Background: an optimization exercise with open tools, aiming at small area and a short achievable clock period. Do not read the settings as production practice. Function was checked by simulation only, so behaviour that the tests miss may differ from the original.

$ cat design.v
module timing (
    input clk,
    input [7:0] a,
    input [7:0] b,
    output [31:0] c
  );
  reg [7:0] a_d, a_q, b_d, b_q;
  reg [31:0] c_d, c_q;
  reg [15:0] temp1_d, temp1_q;
  reg [15:0] temp2_d, temp2_q;
  assign c = c_q;
  always @(*) begin
    a_d = a;
    b_d = b;
    temp1_d = (a_q * a_q) * (a_q * a_q);
    temp2_d = (b_q * b_q) * (b_q * b_q);
    c_d =  temp1_q * temp2_q;
  end
  always @(posedge clk) begin
    a_q <= a_d;
    b_q <= b_d;
    c_q <= c_d;
    temp1_q <= temp1_d;
    temp2_q <= temp2_d;
  end
endmodule
$ cat run.sh
#!/bin/bash
# synth_recipe.tcl (not shown) runs the flow's synth.tcl, then flattens the netlist and writes it again
# the make line also repeats each setting of config.mk as NAME=value (left out here)
make -C /OpenROAD-flow-scripts/flow DESIGN_CONFIG=/design/flow/config.mk WORK_HOME=/design/flow/orfs CLKGATE_MAP_FILE= SYNTH_SCRIPT=/design/flow/synth_recipe.tcl finish
$ cat config.mk
export PLATFORM = sky130hd
export DESIGN_NAME = timing
export DESIGN_NICKNAME = timing
export VERILOG_FILES = /design/flow/design.v
export SDC_FILE = /design/flow/constraint.sdc
export NUM_CORES = 4
export LEC_CHECK = 0
export CAP_MARGIN = 20
export CORE_MARGIN = 2
export CORE_UTILIZATION = 40
export SLEW_MARGIN = 20
$ cat constraint.sdc
create_clock -name core_clock -period 8.5 [get_ports {clk}]
set_input_delay 1.7000 -clock core_clock [delete_from_list [all_inputs] [get_ports {clk}]]
set_output_delay 1.7000 -clock core_clock [all_outputs]
set_load 0.01 [all_outputs]
==> results.sh <==
export IMPL_status="finished clean"
export IMPL_met1_length_um=15300
export IMPL_synth_top_cell_by_area="fa_1"
export IMPL_place_gp_congestion=0.803
export IMPL_crit_required_ns=8.74
export IMPL_drc=0
export IMPL_yosys_area_top_type_share_pct=36.4
export IMPL_end_kind="flop"
export IMPL_fin_crit_ns=8.14
export IMPL_grt_usage_pct=16.2
export IMPL_synth_common_cells="436 x inv_1, 306 x fa_1, 261 x ha_1"
export IMPL_final_antenna_net_count=0
export IMPL_clkTransAtPathRegs_ns=0.07
export IMPL_postSynthAreaPerCell_um2=9.21
export IMPL_synth_area_um2=16800
export IMPL_htree_levels=3
export IMPL_vias_per_cell=4.70
export IMPL_met3_length_um=822
export IMPL_maxSlewViolCount=0
export IMPL_antenna_found_initial=0
export IMPL_yosysMostFrequentCell="inv_1"
export IMPL_synth_area_mux_share_pct=0.379
export IMPL_die_h_um=209
export IMPL_cts_buffer_depth=2
export IMPL_worst_slack_ns=0.357
export IMPL_fillers=4083
export IMPL_max_stage_delay_ns=0.60
export IMPL_cts_made_buffers=9
export IMPL_maxUsedRoutingLayer="met4"
export IMPL_yosysWarnings=1
export IMPL_path_buf_inv=4
export IMPL_worstMarginPinSlew_ns=0.820
export IMPL_num_antenna_cells=0
export IMPL_seq_area_frac_synth_pct=8.80
export IMPL_num_vias=11442
export IMPL_initial_core_util_pct=40.3
export IMPL_layout_area_overhead_vs_synth_pct=9.50
export IMPL_dr_pass1_iters=5
export IMPL_path_class="reg2reg"
export IMPL_async_reset_ff_share_pct=0
export IMPL_io_buffers=46
export IMPL_synthSimpleGateAreaFrac_pct=12.9
export IMPL_hpwl_um=27800
export IMPL_cts_hold_buf=0
export IMPL_finalCritPeriodShare_pct=95.8
export IMPL_path_max_fanout=10
export IMPL_tritoncts="yes"
export IMPL_drt_wirelength_per_cell_um=13.4
export IMPL_yosys_most_used_dff="dfxtp_1"
export IMPL_drtIter0Drc=391
export IMPL_fmax_ghz=0.123
export IMPL_gr_total_overflow=0
export IMPL_die_x_um=209
export IMPL_synth_xor_area_share_pct=5.26
export IMPL_synth_distinct_cells=55
export IMPL_post_cts_setup_buffers=0
export IMPL_synth_top_family_by_area="adder cells"
export IMPL_fin_tns_setup_ns=0
export IMPL_start_kind="flop"
export IMPL_relSlewSlack_pct=44.9
export IMPL_worst_path_max_delay_cell="or4b_2"
export IMPL_arrival_ns=8.38
export IMPL_die_area_um2=43700
export IMPL_wl_met2_um=16100
export IMPL_rows=75
export IMPL_synth_adder_area_share_pct=55.8
export IMPL_grt_start_max_net_pins=18
export IMPL_synth_edf_count=0
export IMPL_hold_viol_final=0
export IMPL_path_delay_family="adder cells"
export IMPL_finalSetupViolCount=0
export IMPL_worstSkewPairLatency_ns=0.38
export IMPL_synth_compound_area_share_pct=6.13
export IMPL_hold_ws_ns=0.577
export IMPL_core_um2=41800
export IMPL_dp_slack_ns=0.0442
export IMPL_io_pins=49
export IMPL_yosys_top_cells_area="fa_1 36%, ha_1 19%, inv_1 9.7%, dfxtp_1 8.8%, and2_1 5.4%"
export IMPL_hp_class="reg2reg"
export IMPL_grt_pass1_vias=12408
export IMPL_clk_root_buffer_cell="clkbuf_16"
export IMPL_maxCapViolations=0
export IMPL_ys_ff_latch=74
export IMPL_synthCells=1826
export IMPL_nets=2476
export IMPL_crit_top_cell="fa_1"
export IMPL_wl_um=32700
export IMPL_layout_drive_gt1_share_pct=3.91
export IMPL_skew_ns=0.0185
export IMPL_grt_pass1_wl_um=57800
export IMPL_fin_util_pct=44.1
export IMPL_clock_sinks=74
## through the flow
step / cells / area (µm²)
final: 2434 / 18400
after global routing: 2434 / 18400
after CTS: 2434 / 18300
after detailed placement: 2420 / 18000
after global placement: 2420 / 18000
after floorplan: 1867 / 17000
## flip-flops by register name, indices dropped and copies added, names as in the netlist
signal	cells
c_q	30
temp1_q	14
temp2_q	14
a_q	8
b_q	8
## cell usage in the layout, fill, tap and decap left out, types with 3 or more instances in the layout
master | netlist | routed
a211oi_1 | 9 | 9
a21o_1 | 19 | 19
a21oi_1 | 50 | 46
a21oi_2 | 2 | 6
a31o_2 | 5 | 5
a31oi_1 | 4 | 4
and2_1 | 146 | 144
and3_1 | 6 | 6
buf_4 | 2 | 8
clkbuf_16 | 0 | 9
clkdlybuf4s50_1 | 0 | 46
conb_1 | 2 | 43
dfxtp_1 | 74 | 62
dfxtp_2 | 0 | 8
dfxtp_4 | 0 | 4
fa_1 | 306 | 306
ha_1 | 261 | 260
inv_1 | 436 | 436
mux2_2 | 3 | 3
mux2i_1 | 3 | 3
nand2_1 | 187 | 187
nand2b_1 | 9 | 9
nand3_1 | 5 | 5
nor2_1 | 57 | 54
nor2_2 | 0 | 3
nor2b_1 | 8 | 8
nor3_1 | 9 | 9
nor4_1 | 3 | 3
o211ai_1 | 3 | 3
o21a_1 | 12 | 12
o21ai_0 | 23 | 17
o21ai_1 | 0 | 6
o21bai_1 | 7 | 7
or3_1 | 3 | 3
xnor2_1 | 75 | 72
xnor2_2 | 0 | 3
xor2_1 | 26 | 23
xor2_2 | 0 | 3
## what timing repair did
item	4_1_cts	5_1_grt
resized for setup	1	40
setup endpoints to repair	1	7
cloned	0	0
pin swaps	0	4
endpoints found under the hold margin	0	0
## per-layer routing
metal	global-route usage [%]	up-vias
met2	28.3	135
met3	2.04	22
met4	3.87	0
met5	0	-
li1	-	5606
met1	21.3	5679
## area by class of cell
| class | instances | area, µm² | share of cell area (%) |
|---|---|---|---|
| well taps | 539 | 674 | 3.66 |
| repair buffers | 54 | 520 | 2.83 |
| clock inverters | 4 | 53.8 | 0.292 |
| inverters | 437 | 1640 | 8.90 |
| flip-flops and latches | 74 | 1510 | 8.18 |
| clock buffers | 10 | 239 | 1.30 |
| multi-input cells | 1316 | 13800 | 74.8 |
## cell families after synthesis
group                    after synthesis
other                                  2
buffers and inverters                477
AO/OA/AOI/OAI                        155
AND/OR/NAND/NOR                      444
XOR/XNOR                             101
adder cells (fa/ha/maj)              567
multiplexers                           6
flip-flops                            74
## worst paths after layout
check / cells past startpoint / end / from / slack (ns)
worst max register to register: 26 / temp2_q[14]$_DFF_P_ / b_q[1]$_DFF_P_ / 0.36
worst min register to register: 1 / temp1_q[0]$_DFF_P_ / a_q[0]$_DFF_P_ / 0.58
worst max-delay path: 26 / temp2_q[14]$_DFF_P_ / b_q[1]$_DFF_P_ / 0.36
worst min-delay path: 1 / temp1_q[0]$_DFF_P_ / a_q[0]$_DFF_P_ / 0.58
## worst reg2reg max path, stage by stage (launching register included)
cell and delay [ns]:
dfxtp_4 0.37, and2_1 0.19, ha_1 0.36, a31o_2 0.28
fa_1 0.50, inv_1 0.05, fa_1 0.45, fa_1 0.49
inv_1 0.04, ha_1 0.33, o21a_1 0.20, nor2_1 0.11
a21oi_2 0.07, a31o_2 0.28, xor2_2 0.15, and2_1 0.19
ha_1 0.28, inv_1 0.04, fa_1 0.49, fa_1 0.44
fa_1 0.57, fa_1 0.43, fa_1 0.50, inv_1 0.05
ha_1 0.34, and4b_1 0.20, or4b_2 0.60

==> what the ideal ports hide <==
In the flow no input, the clock included, has a driving cell. The finished layout below was timed again as built, in two steps.
Step 1, drivers: a clkbuf_16 drives clk and a buf_2 each remaining input, both assumed.
Step 2 also shifts input and output timing later by t, the mid clock arrival at the registers, as if the neighbouring blocks saw the same clock.
Three values: no drivers, after step 1, after step 2; two values: the first two.
t, ns: 0.417
slack for setup (ns): 0.357 / 0.357 / 0.357
hold slack, ns: 0.577 / 0.577 / 0.577
worst setup path after step 2: register to register
pins driven straight from the clock port: 1
After both steps setup and hold are still met in this run. The setup slack of this run moves by 0.000 ns with the drivers and by 0.000 ns with both steps.
